This design comes from an exercise in tuning for small area, a short achievable clock period and few clock cycles on the open sky130 flow, not from production work. Where RTL was checked, it was by simulation tests only, not by an equivalence proof against the original.

==> inputs of zinc <==
## SNN
module SNN(
	clk,
	rst_n,
	in_valid,
	img,
	ker,
	weight,
	out_valid,
	out_data
);
clock: 34.0 ns
lec_check: 0
cap_margin: 20
core_margin: 2
core_utilization: 40
slew_margin: 20
standard.sh (not shown) runs the stock make flow with config.mk's settings and CLKGATE_MAP_FILE= SYNTH_SCRIPT=/design/flow/synth_recipe.tcl, a recipe that flattens the netlist after the stock synthesis.
==> flow/flow/run.sh <==
#!/bin/bash
# Layout flow: the standard synthesis and layout, with one extra step
# between them (flow/polarity.py) that removes inverters left between the
# full adders of the synthesized netlist (function unchanged, registers
# untouched), and buffers on the ports of a fixed cell type.
set -euo pipefail
R=orfs/results/${FLOW_PLATFORM}/SNN/base

bash standard.sh synth > synth.log 2>&1

cp "$R/1_2_yosys.v" 1_2_yosys_standard.v
python3 flow/polarity.py 1_2_yosys_standard.v "$R/1_2_yosys.v" flow/cellinfo.json > polarity.log 2>&1
touch "$R/1_2_yosys.v"

bash standard.sh 'BUFFER_PORTS_ARGS=-buffer_cell sky130_fd_sc_hd__buf_4' finish > layout.log 2>&1
Other scripts of this flow, unchanged in this note and not shown: flow/flow/cellinfo.json, flow/flow/polarity.py
==> nickel (differences from zinc) <==
==> flow/flow/run.sh (replaced) <==
#!/bin/bash
# Layout flow: the standard synthesis and layout, with one extra step
# between them (flow/polarity.py) that removes inverters left between the
# full adders of the synthesized netlist (function unchanged, registers
# untouched), buffers on the ports of a fixed cell type, and timing repair
# aimed at a 7.9 ns period (the clock stays at the design's period).
set -euo pipefail
R=orfs/results/${FLOW_PLATFORM}/SNN/base

bash standard.sh synth > synth.log 2>&1

cp "$R/1_2_yosys.v" 1_2_yosys_standard.v
python3 flow/polarity.py 1_2_yosys_standard.v "$R/1_2_yosys.v" flow/cellinfo.json > polarity.log 2>&1
touch "$R/1_2_yosys.v"

bash standard.sh 'BUFFER_PORTS_ARGS=-buffer_cell sky130_fd_sc_hd__buf_4' SETUP_SLACK_MARGIN=26.1 finish > layout.log 2>&1
Settings changed: CORE_UTILIZATION 40 to 65, PLACE_DENSITY set to 0.75.
==> implementation parameters <==
Parameter                              Value

Global route
  Met1 usage ... 30.44%

Die
  Std cell rows ... 99

Critical path
  Maximum fanout encountered on the critical timing path ... 8
  Family with the most delay on the worst path ... adder cells

Outcome
  Run status ... no timing/DRC/antenna violations
-- figures above: zinc

==> implementation parameters <==
Parameter                              Value

STA
  Hold slack ... 0.3252 ns

Critical path
  Maximum fanout encountered on the critical timing path ... 1
  Family with the most delay on the worst path ... flip-flops

Global route
  Met1 usage ... around half

Outcome
  Run status ... no timing/DRC/antenna violations

CTS
  Htree depth ... 2
-- figures above: nickel

No functional check of the RTL was part of any run of this note.

========
==> inputs of build 64 <==
Another version of the RTL of SNN (not shown whole).
==> flow/config.mk <==
export PLATFORM = sky130hd
export DESIGN_NAME = SNN
export DESIGN_NICKNAME = SNN
export VERILOG_FILES = /design/flow/design.v
export SDC_FILE = /design/flow/constraint.sdc
export NUM_CORES = 4
export LEC_CHECK = 0
export CAP_MARGIN = 20
export CORE_MARGIN = 2
export CORE_UTILIZATION = 65
export CTS_CLUSTER_DIAMETER = 150
export CTS_CLUSTER_SIZE = 24
export PLACE_DENSITY = 0.75
export SLEW_MARGIN = 20
==> flow/constraint.sdc <==
create_clock -name core_clock -period 34.0 [get_ports {clk}]
set_input_delay 6.8000 -clock core_clock [delete_from_list [all_inputs] [get_ports {clk}]]
set_output_delay 6.8000 -clock core_clock [all_outputs]
set_load 0.01 [all_outputs]
==> flow/flow/run.sh <==
#!/bin/bash
# Layout flow: the standard synthesis and layout, with one extra step
# between them (flow/polarity.py) that removes inverters left between the
# full adders of the synthesized netlist (function unchanged, registers
# untouched), buffers on the ports of a fixed cell type, and timing repair
# aimed at a 7.9 ns period (the clock stays at the design's period).
set -euo pipefail
R=orfs/results/${FLOW_PLATFORM}/SNN/base

bash standard.sh synth > synth.log 2>&1

cp "$R/1_2_yosys.v" 1_2_yosys_standard.v
python3 flow/polarity.py 1_2_yosys_standard.v "$R/1_2_yosys.v" flow/cellinfo.json > polarity.log 2>&1
touch "$R/1_2_yosys.v"

bash standard.sh 'BUFFER_PORTS_ARGS=-buffer_cell sky130_fd_sc_hd__buf_4' SETUP_SLACK_MARGIN=26.1 finish > layout.log 2>&1
==> flow/flow/polarity.py <==
#!/usr/bin/env python3
"""Inverter clean-up on the synthesized gate netlist.

Yosys extracts full adders with mixed input/output polarity, which leaves
inverters between adders. A full adder is self-dual (complementing all three
inputs complements both outputs), so each adder may be flipped; a gate with a
complementary twin of the same pins (and2/nand2, a21o/a21oi, ...) may be
swapped. This picks flips and swaps greedily to need as few inverters as
possible, then rebuilds one inverter per signal whose complement is used.
The function of every output and register input is unchanged.

usage: polarity.py in.v out.v cellinfo.json
"""
import re, sys, json

src, dst, info_file = sys.argv[1:4]
info = json.load(open(info_file))
PAIRS, AREA = info['pairs'], info['area']
PFX = 'sky130_fd_sc_hd__'
OUTPINS = {'X', 'Y', 'Q', 'Q_N', 'SUM', 'COUT', 'HI', 'LO', 'GCLK'}
INV = AREA.get('inv_1', 3.7536)

text = open(src).read()
m = re.search(r'^\s*module\s+(\S+)\s*\((.*?)\);', text, re.S | re.M)
body_start = m.end()
endm = text.rindex('endmodule')
body = text[body_start:endm]

cell_re = re.compile(r'^\s*(\S+)\s+(\S+)\s*\((.*?)\);\s*$', re.S | re.M)
decl_re = re.compile(r'^\s*(input|output|inout|wire)\b([^;]*);\s*$', re.M)
pin_re = re.compile(r'\.(\w+)\(\s*(.*?)\s*\)\s*(?:,|$)', re.S)

decls = []
ports = set()
for dm in decl_re.finditer(body):
    kind, rest = dm.group(1), dm.group(2).strip()
    rng = re.match(r'(\[[^\]]*\])\s*(.*)', rest)
    name = rng.group(2) if rng else rest
    decls.append((kind, rest, name.strip()))
    if kind != 'wire':
        ports.add(name.strip())

cells = []   # [type, name, {pin: net}]
rest_body = decl_re.sub('', body)
for cm in cell_re.finditer(rest_body):
    typ, name, pins = cm.group(1), cm.group(2), cm.group(3)
    pm = dict((p, n.strip()) for p, n in pin_re.findall(pins + ','))
    cells.append([typ, name, pm])

def base_name(net):
    n = net.lstrip('\\').strip()
    return re.sub(r'\[\d+\]$', '', n)

def pinned(net):
    return base_name(net) in ports or net.startswith("1'b") or net.startswith("1'h")

def short(t):
    return t[len(PFX):] if t.startswith(PFX) else t

driver = {}
for ci, (typ, name, pm) in enumerate(cells):
    for p, n in pm.items():
        if p in OUTPINS:
            driver[n] = (ci, p)

def is_inv(ci):
    t = short(cells[ci][0])
    return (t.startswith('inv_') or t.startswith('clkinv_')) and not pinned(cells[ci][2]['Y'])

def resolve(net):
    par = 0
    seen = 0
    while net in driver and is_inv(driver[net][0]) and seen < 100:
        net = cells[driver[net][0]][2]['A']
        par ^= 1
        seen += 1
    return net, par

# uses: list of [cell index, pin, signal, parity]; cell index -1 = output port
uses = []
for ci, (typ, name, pm) in enumerate(cells):
    if is_inv(ci):
        continue
    for p, n in pm.items():
        if p in OUTPINS:
            continue
        s, par = resolve(n)
        uses.append([ci, p, s, par])

sig_uses = {}
for ui, u in enumerate(uses):
    sig_uses.setdefault(u[2], []).append(ui)

def is_fa(ci):
    return short(cells[ci][0]).startswith('fa_')

def swappable(s):
    if s not in driver or pinned(s):
        return None
    ci, p = driver[s]
    t = short(cells[ci][0])
    if t in PAIRS and not is_inv(ci):
        return ci
    return None

def sig_cost(s):
    us = sig_uses.get(s, [])
    n1 = sum(uses[u][3] for u in us)
    n0 = len(us) - n1
    sw = swappable(s)
    c = INV if n1 else 0.0
    if sw is not None:
        t = short(cells[sw][0])
        da = AREA.get(PAIRS[t], 1e9) - AREA.get(t, 0)
        c = min(c, da + (INV if n0 else 0.0))
    return c

fa_in = {}
fa_out = {}
for ci, (typ, name, pm) in enumerate(cells):
    if is_fa(ci):
        fa_out[ci] = [pm['SUM'], pm['COUT']]
for ui, u in enumerate(uses):
    if is_fa(u[0]):
        fa_in.setdefault(u[0], []).append(ui)

def flip(ci):
    for ui in fa_in.get(ci, []):
        uses[ui][3] ^= 1
    for s in fa_out[ci]:
        for ui in sig_uses.get(s, []):
            uses[ui][3] ^= 1

def touched(ci):
    ss = set(uses[ui][2] for ui in fa_in.get(ci, []))
    ss |= set(fa_out[ci])
    return ss

before = sum(sig_cost(s) for s in sig_uses)
for it in range(50):
    changed = 0
    for ci in fa_out:
        ss = touched(ci)
        old = sum(sig_cost(s) for s in ss)
        flip(ci)
        new = sum(sig_cost(s) for s in ss)
        if new < old - 1e-9:
            changed += 1
        else:
            flip(ci)
    if not changed:
        break
after = sum(sig_cost(s) for s in sig_uses)

# materialize
old_inv = sum(1 for ci in range(len(cells)) if is_inv(ci))
remove = set(ci for ci in range(len(cells)) if is_inv(ci))
new_cells = []
new_wires = []
k = 0
for s, us in sig_uses.items():
    n1 = sum(uses[u][3] for u in us)
    n0 = len(us) - n1
    sw = swappable(s)
    if sw is not None:
        t = short(cells[sw][0])
        da = AREA.get(PAIRS[t], 1e9) - AREA.get(t, 0)
        if da + (INV if n0 else 0.0) < (INV if n1 else 0.0) - 1e-9:
            typ, name, pm = cells[sw]
            nt = PAIRS[t]
            op = [p for p in pm if p in OUTPINS][0]
            npm = {}
            newop = 'Y' if op == 'X' else 'X'
            for p, n in pm.items():
                npm[newop if p == op else p] = n
            cells[sw] = [PFX + nt, name, npm]
            for u in us:
                uses[u][3] ^= 1
            n0, n1 = n1, n0
    if n1:
        k += 1
        wn = f"polinv_n{k}"
        new_wires.append(wn)
        new_cells.append([PFX + 'inv_1', f"polinv_{k}", {'A': s, 'Y': wn}])
        for u in us:
            if uses[u][3]:
                uses[u].append(wn)
    for u in us:
        if not uses[u][3]:
            uses[u].append(s)
for u in uses:
    ci, p = u[0], u[1]
    cells[ci][2][p] = u[4]

def fmt(net):
    return net + ' ' if net.startswith('\\') else net

kept = [c for ci, c in enumerate(cells) if ci not in remove] + new_cells
used = set()
for typ, name, pm in kept:
    used |= set(pm.values())
out = [text[:body_start], '\n']
for kind, rest, name in decls:
    if kind == 'wire' and name not in used and base_name(name) not in ports:
        # keep bus declarations and anything still referenced
        if not any(u.startswith(name + '[') or u == name for u in used):
            continue
    out.append(f"  {kind} {rest} ;\n")
for w in new_wires:
    out.append(f"  wire {w};\n")
for typ, name, pm in kept:
    pins = ",\n".join(f"    .{p}({fmt(n)})" for p, n in pm.items())
    out.append(f"  {typ} {name} (\n{pins}\n  );\n")
out.append(text[endm:])
open(dst, 'w').write(''.join(out))
print(f"polarity: inverters {old_inv} -> {len(new_cells)}, cost {before:.1f} -> {after:.1f}", file=sys.stderr)
Other scripts of this flow, unchanged in this note and not shown: flow/flow/cellinfo.json
==> build 49: changes against build 64 <==
--- a/flow/flow/polarity.py
+++ b/flow/flow/polarity.py
@@ -5,12 +5,16 @@
 inverters between adders. A full adder is self-dual (complementing all three
 inputs complements both outputs), so each adder may be flipped; a gate with a
 complementary twin of the same pins (and2/nand2, a21o/a21oi, ...) may be
 swapped. This picks flips and swaps greedily to need as few inverters as
 possible, then rebuilds one inverter per signal whose complement is used.
 The function of every output and register input is unchanged.
+
+A half adder is rebuilt from an xor/xnor and a two-input gate where that
+lets it read its inputs and drive its outputs in the polarity its
+neighbours want.
 
 usage: polarity.py in.v out.v cellinfo.json
 """
 import re, sys, json
 
 src, dst, info_file = sys.argv[1:4]
@@ -73,13 +77,21 @@
     while net in driver and is_inv(driver[net][0]) and seen < 100:
         net = cells[driver[net][0]][2]['A']
         par ^= 1
         seen += 1
     return net, par
 
-# uses: list of [cell index, pin, signal, parity]; cell index -1 = output port
+def is_ha(ci):
+    t = short(cells[ci][0])
+    if not t.startswith('ha_'):
+        return False
+    return not (pinned(cells[ci][2]['SUM']) or pinned(cells[ci][2]['COUT']))
+
+# uses: list of [cell index, pin, signal, parity]
+# half-adder inputs are uses too, but need no inverter: the half adder is
+# rebuilt from gates that read either polarity
 uses = []
 for ci, (typ, name, pm) in enumerate(cells):
     if is_inv(ci):
         continue
     for p, n in pm.items():
         if p in OUTPINS:
@@ -101,23 +113,51 @@
     t = short(cells[ci][0])
     if t in PAIRS and not is_inv(ci):
         return ci
     return None
 
 def sig_cost(s):
-    us = sig_uses.get(s, [])
+    us = [u for u in sig_uses.get(s, []) if not is_ha(uses[u][0])]
     n1 = sum(uses[u][3] for u in us)
     n0 = len(us) - n1
     sw = swappable(s)
     c = INV if n1 else 0.0
     if sw is not None:
         t = short(cells[sw][0])
         da = AREA.get(PAIRS[t], 1e9) - AREA.get(t, 0)
         c = min(c, da + (INV if n0 else 0.0))
     return c
 
+CARRY = {  # (pa, pb, oc) -> (cell, area, pin of a, pin of b, out pin)
+    (0, 0, 0): ('and2_1', 'A', 'B', 'X'), (0, 0, 1): ('nand2_1', 'A', 'B', 'Y'),
+    (1, 1, 0): ('nor2_1', 'A', 'B', 'Y'), (1, 1, 1): ('or2_1', 'A', 'B', 'X'),
+    (1, 0, 0): ('nor2b_1', 'A', 'B_N', 'Y'), (1, 0, 1): ('nand2b_1', 'A_N', 'B', 'Y'),
+    (0, 1, 0): ('nor2b_1', 'B_N', 'A', 'Y'), (0, 1, 1): ('nand2b_1', 'B', 'A_N', 'Y'),
+}
+ha_in = {}
+ha_flip = {}
+for ui, u in enumerate(uses):
+    if is_ha(u[0]):
+        ha_in.setdefault(u[0], {})[u[1]] = ui
+for ci in ha_in:
+    ha_flip[ci] = [0, 0]   # output inversion of SUM, COUT
+def ha_cost(ci):
+    pa = uses[ha_in[ci]['A']][3]
+    pb = uses[ha_in[ci]['B']][3]
+    os_, oc = ha_flip[ci]
+    if (pa, pb, os_, oc) == (0, 0, 0, 0):
+        return AREA.get('ha_1', 12.512)
+    return AREA.get('xor2_1', 8.7584) + AREA.get(CARRY[(pa, pb, oc)][0], 7.0)
+def ha_of_sig(ss):
+    hs = set()
+    for x in ss:
+        for ui in sig_uses.get(x, []):
+            if is_ha(uses[ui][0]):
+                hs.add(uses[ui][0])
+    return hs
+
 fa_in = {}
 fa_out = {}
 for ci, (typ, name, pm) in enumerate(cells):
     if is_fa(ci):
         fa_out[ci] = [pm['SUM'], pm['COUT']]
 for ui, u in enumerate(uses):
@@ -133,35 +173,59 @@
 
 def touched(ci):
     ss = set(uses[ui][2] for ui in fa_in.get(ci, []))
     ss |= set(fa_out[ci])
     return ss
 
-before = sum(sig_cost(s) for s in sig_uses)
+def local(ss, hs):
+    return sum(sig_cost(x) for x in ss) + sum(ha_cost(h) for h in hs)
+def ha_out_sig(ci, k):
+    return cells[ci][2]['SUM' if k == 0 else 'COUT']
+def ha_flip_out(ci, k):
+    ha_flip[ci][k] ^= 1
+    for ui in sig_uses.get(ha_out_sig(ci, k), []):
+        uses[ui][3] ^= 1
+def total():
+    return sum(sig_cost(x) for x in sig_uses) + sum(ha_cost(h) for h in ha_in)
+before = total()
 for it in range(50):
     changed = 0
     for ci in fa_out:
         ss = touched(ci)
-        old = sum(sig_cost(s) for s in ss)
+        hs = ha_of_sig(ss)
+        old = local(ss, hs)
         flip(ci)
-        new = sum(sig_cost(s) for s in ss)
+        new = local(ss, hs)
         if new < old - 1e-9:
             changed += 1
         else:
             flip(ci)
+    for ci in ha_in:
+        for k in (0, 1):
+            ss = {ha_out_sig(ci, k)}
+            hs = ha_of_sig(ss) | {ci}
+            old = local(ss, hs)
+            ha_flip_out(ci, k)
+            new = local(ss, hs)
+            if new < old - 1e-9:
+                changed += 1
+            else:
+                ha_flip_out(ci, k)
     if not changed:
         break
-after = sum(sig_cost(s) for s in sig_uses)
+after = total()
 
 # materialize
 old_inv = sum(1 for ci in range(len(cells)) if is_inv(ci))
 remove = set(ci for ci in range(len(cells)) if is_inv(ci))
 new_cells = []
 new_wires = []
 k = 0
-for s, us in sig_uses.items():
+ha_uses = [u for u in range(len(uses)) if is_ha(uses[u][0])]
+for s, us_all in sig_uses.items():
+    us = [u for u in us_all if not is_ha(uses[u][0])]
     n1 = sum(uses[u][3] for u in us)
     n0 = len(us) - n1
     sw = swappable(s)
     if sw is not None:
         t = short(cells[sw][0])
         da = AREA.get(PAIRS[t], 1e9) - AREA.get(t, 0)
@@ -171,13 +235,13 @@
             op = [p for p in pm if p in OUTPINS][0]
             npm = {}
             newop = 'Y' if op == 'X' else 'X'
             for p, n in pm.items():
                 npm[newop if p == op else p] = n
             cells[sw] = [PFX + nt, name, npm]
-            for u in us:
+            for u in us_all:
                 uses[u][3] ^= 1
             n0, n1 = n1, n0
     if n1:
         k += 1
         wn = f"polinv_n{k}"
         new_wires.append(wn)
@@ -186,14 +250,32 @@
             if uses[u][3]:
                 uses[u].append(wn)
     for u in us:
         if not uses[u][3]:
             uses[u].append(s)
 for u in uses:
-    ci, p = u[0], u[1]
-    cells[ci][2][p] = u[4]
+    if len(u) > 4:
+        ci, p = u[0], u[1]
+        cells[ci][2][p] = u[4]
+# half adders: inputs straight from the signals, outputs in the chosen polarity
+nha = 0
+for ci in ha_in:
+    ua, ub = uses[ha_in[ci]['A']], uses[ha_in[ci]['B']]
+    pa, pb = ua[3], ub[3]
+    os_, oc = ha_flip[ci]
+    typ, name, pm = cells[ci]
+    if (pa, pb, os_, oc) == (0, 0, 0, 0):
+        cells[ci][2]['A'] = ua[2]
+        cells[ci][2]['B'] = ub[2]
+        continue
+    nha += 1
+    remove.add(ci)
+    x = 'xnor2_1' if (pa ^ pb ^ os_) else 'xor2_1'
+    new_cells.append([PFX + x, name + '_s', {'A': ua[2], 'B': ub[2], ('Y' if x == 'xnor2_1' else 'X'): pm['SUM']}])
+    cc, pina, pinb, op = CARRY[(pa, pb, oc)]
+    new_cells.append([PFX + cc, name + '_c', {pina: ua[2], pinb: ub[2], op: pm['COUT']}])
 
 def fmt(net):
     return net + ' ' if net.startswith('\\') else net
 
 kept = [c for ci, c in enumerate(cells) if ci not in remove] + new_cells
 used = set()
@@ -210,7 +292,8 @@
     out.append(f"  wire {w};\n")
 for typ, name, pm in kept:
     pins = ",\n".join(f"    .{p}({fmt(n)})" for p, n in pm.items())
     out.append(f"  {typ} {name} (\n{pins}\n  );\n")
 out.append(text[endm:])
 open(dst, 'w').write(''.join(out))
-print(f"polarity: inverters {old_inv} -> {len(new_cells)}, cost {before:.1f} -> {after:.1f}", file=sys.stderr)
+ninv = sum(1 for c in new_cells if c[0].endswith('inv_1'))
+print(f"polarity: inverters {old_inv} -> {ninv}, half adders rebuilt {nha}, cost {before:.1f} -> {after:.1f}", file=sys.stderr)
Settings changed: CTS_CLUSTER_DIAMETER 150 to 120, CTS_CLUSTER_SIZE 24 to 20.
==> build 21: changes against build 64 <==
--- a/flow/design.v
+++ b/flow/design.v
@@ -28,46 +28,44 @@
 	if (!rst_n) cnt <= 7'd0;
 	else        cnt <= cnt_nx;
 end
 reg [119:0] lb;
 always @(posedge clk) lb <= {lb[111:0], img};
 reg [71:0] kr;
+reg [31:0] wr;
 always @(posedge clk) if (cnt < 7'd9) kr <= {ker, kr[71:8]};
-reg [7:0] wx0, wx1, wy0, wy1;
-always @(posedge clk) begin
-	wx1 <= (cnt == 7'd0 || cnt == 7'd1) ? weight : wx0;
-	wx0 <= wx1;
-	wy1 <= (cnt == 7'd2 || cnt == 7'd3) ? weight : wy0;
-	wy0 <= wy1;
-end
+always @(posedge clk) if (cnt < 7'd4) wr <= {weight, wr[31:8]};
 reg [8:0] fz;
 reg fc_nx;   
-reg fp_nx;   
+reg [1:0] fe_nx;  
 always @(*) begin
-	fc_nx = 1'b1; fp_nx = 1'b0;
+	fc_nx = 1'b1;
 	case (cnt_nx)
-	7'd32, 7'd37, 7'd68, 7'd73: fp_nx = 1'b0;
-	7'd38, 7'd39, 7'd74, 7'd75: fp_nx = 1'b1;
-	default: fc_nx = 1'b0;
+	7'd31, 7'd67: fe_nx = 2'd0;
+	7'd32, 7'd68: fe_nx = 2'd1;
+	7'd38, 7'd74: fe_nx = 2'd2;
+	7'd39, 7'd75: fe_nx = 2'd3;
+	default: begin fc_nx = 1'b0; fe_nx = 2'd0; end
 	endcase
 end
-reg s_kr, s_w;           
+reg s_kr, s_w0, s_w1;    
 reg s_lb, s_ps, s_pc;    
 integer k;
 always @(posedge clk) begin
 	for (k = 0; k < 9; k = k + 1) fz[k] <= fc_nx | (cnt_nx == k + 1);
 	s_kr <= !fc_nx;
-	s_w  <= fc_nx;
+	s_w0 <= fc_nx && !fe_nx[0];
+	s_w1 <= fc_nx &&  fe_nx[0];
 	s_lb <= !fc_nx;
-	s_ps <= fc_nx && !fp_nx;
-	s_pc <= fc_nx &&  fp_nx;
+	s_ps <= fc_nx && !fe_nx[1];
+	s_pc <= fc_nx &&  fe_nx[1];
 end
 reg  [7:0] pc0, pc1;    
 reg  [7:0] ps0, ps1;    
-wire [7:0] ko0 = ({8{s_kr}} & kr[7:0])  | ({8{s_w}} & wx0);
-wire [7:0] ko1 = ({8{s_kr}} & kr[15:8]) | ({8{s_w}} & wy0);
+wire [7:0] ko0 = ({8{s_kr}} & kr[7:0])  | ({8{s_w0}} & wr[7:0])   | ({8{s_w1}} & wr[15:8]);
+wire [7:0] ko1 = ({8{s_kr}} & kr[15:8]) | ({8{s_w0}} & wr[23:16]) | ({8{s_w1}} & wr[31:24]);
 wire [7:0] ko2 = kr[23:16] & {8{~fz[2]}};
 wire [7:0] ko3 = kr[31:24] & {8{~fz[3]}};
 wire [7:0] ko4 = kr[39:32] & {8{~fz[4]}};
 wire [7:0] ko5 = kr[47:40] & {8{~fz[5]}};
 wire [7:0] ko6 = kr[55:48] & {8{~fz[6]}};
 wire [7:0] ko7 = kr[63:56] & {8{~fz[7]}};
@@ -778,34 +776,40 @@
 always @(posedge clk) begin
 	if (cnt == 7'd28 || cnt == 7'd64) begin
 		ps0 <= pc0;
 		ps1 <= pc1;
 	end
 end
-reg st4;       
-reg ac4;       
-reg fst4;      
+reg       st4;       
+reg       ac4;       
+reg       fst4;      
+reg [1:0] e4;
 always @(*) begin
-	st4 = 1'b0; ac4 = 1'b0; fst4 = 1'b0;
+	st4 = 1'b0; ac4 = 1'b0; fst4 = 1'b0; e4 = 2'd0;
 	case (cnt)
-	7'd33, 7'd38, 7'd39, 7'd40: st4 = 1'b1;
-	7'd69: begin ac4 = 1'b1; fst4 = 1'b1; end
-	7'd74, 7'd75, 7'd76: ac4 = 1'b1;
+	7'd32: begin st4 = 1'b1; e4 = 2'd0; end
+	7'd33: begin st4 = 1'b1; e4 = 2'd1; end
+	7'd39: begin st4 = 1'b1; e4 = 2'd2; end
+	7'd40: begin st4 = 1'b1; e4 = 2'd3; end
+	7'd68: begin ac4 = 1'b1; fst4 = 1'b1; e4 = 2'd0; end
+	7'd69: begin ac4 = 1'b1; e4 = 2'd1; end
+	7'd75: begin ac4 = 1'b1; e4 = 2'd2; end
+	7'd76: begin ac4 = 1'b1; e4 = 2'd3; end
 	default: ;
 	endcase
 end
 wire [15:0] f_sum = s_r[16:1] + {8'd0, s_r[16:9]} + 16'd1;
 wire [7:0]  f = f_sum[15:8];
 reg [7:0] fa0, fa1, fa2, fa3;
 always @(posedge clk) begin
-	fa0 <= st4 ? f : fa3;
-	fa1 <= fa0;
-	fa2 <= fa1;
-	fa3 <= fa2;
+	if (st4 && e4 == 2'd0) fa0 <= f;
+	if (st4 && e4 == 2'd1) fa1 <= f;
+	if (st4 && e4 == 2'd2) fa2 <= f;
+	if (st4 && e4 == 2'd3) fa3 <= f;
 end
-wire [7:0] fa_sel = fa3;
+wire [7:0] fa_sel = (e4 == 2'd0) ? fa0 : (e4 == 2'd1) ? fa1 : (e4 == 2'd2) ? fa2 : fa3;
 wire [8:0] diff = {1'b0, fa_sel} - {1'b0, f};
 wire       neg = diff[8];
 reg  [9:0] dacc;
 wire [9:0] dsum = (fst4 ? 10'd0 : dacc) + {2'b00, diff[7:0] ^ {8{neg}}} + {9'd0, neg};
 always @(posedge clk) begin
 	if (ac4) dacc <= dsum;
Settings changed: CORE_UTILIZATION 65 to 40, CTS_CLUSTER_DIAMETER 150 to not set, CTS_CLUSTER_SIZE 24 to not set, PLACE_DENSITY 0.75 to not set.
==> summary of the runs <==
Clock-buffer cell count: build 21 > build 49 > build 64. Against build 64, the register-to-register slack of build 21 is better by 30 ps. Global-route usage: build 49 > build 64 > build 21. Sequential cell count: build 49 is lower than build 21 (1). In build 49 the synthesized area is lower than in build 64, by about 1.8%.
==> figures <==
Result of the run: build 64 no timing/DRC/antenna violations; build 21 no timing/DRC/antenna violations; build 49 no timing/DRC/antenna violations
Finished Cell Area: build 64 31300 sq um; build 21 32800 sq um; build 49 30800 sq um
Max frequency: build 64 126 MHz; build 21 126 MHz; build 49 127 MHz
Gate Count Post-Synth: build 64 2467; build 21 2504; build 49 2430
Final clock skew: build 64 38.3 ps; build 21 26.6 ps; build 49 25.4 ps
Diodes inserted: build 64 2; build 21 0; build 49 1
CP startpoint: build 64 out_data[9]; build 21 out_data[3]; build 49 out_data[6]
Initial cell density of the core: build 64 0.659; build 21 0.406; build 49 0.662
Length of routed met3 wiring: build 64 9260 um; build 21 5920 um; build 49 9130 um
Final RePlAce weighted congestion: build 64 0.982; build 21 1.02; build 49 1.07
Via count of the routed design: build 64 19.5k; build 21 19.3k; build 49 19.7k
Worst r2r dst: build 64 s_r[15]; build 21 s_r[19]; build 49 s_r[15]
Number of cells after detailed placement: build 64 3092; build 21 3488; build 49 3055
Testbench counts of build 64, summed over its fixed seeds: cycles 24,960.
Testbench counts of build 49, summed over its fixed seeds: cycles 24,960.
The RTL of build 21 was laid out without a check of its function.

-- static timing again, ports no longer ideal --
No port has a modelled driver above. Below, the same layouts with a new extraction and two added sets of constraints. Step 1: set_driving_cell puts a clkbuf_16 on clk and a buf_2 on each other input, an assumption about the parent block. Step 2 moves the port delays by t, midway between the first and last clock arrival at a register: inputs arrive t later, outputs are due t later. That takes back most of the time a late clock gives input paths. a / b / c = ideal / step 1 / step 2; a / b = the first two.
run	t, ns	setup WS [ns]	worst setup path after step 2	clock arrival spread, ns	slew at the worst register clock pin (ns)
zinc	0.637	25.845 / 25.845 / 25.510	input to register	0.037 / 0.037	0.07 / 0.07
nickel	0.625	26.116 / 26.054 / 25.765	input to register	0.031 / 0.031	0.07 / 0.07
build 64	0.619	26.091 / 26.038 / 25.826	input to register	0.038 / 0.038	0.10 / 0.10
build 49	0.613	26.122 / 26.062 / 25.738	input to register	0.029 / 0.029	0.10 / 0.10
build 21	0.649	26.090 / 26.024 / 25.653	input to register	0.028 / 0.027	0.08 / 0.08
After both steps every run listed still meets setup and hold. For build 21, which loses most, drivers alone change the setup slack by -0.066 ns; drivers and shift together by -0.437 ns.
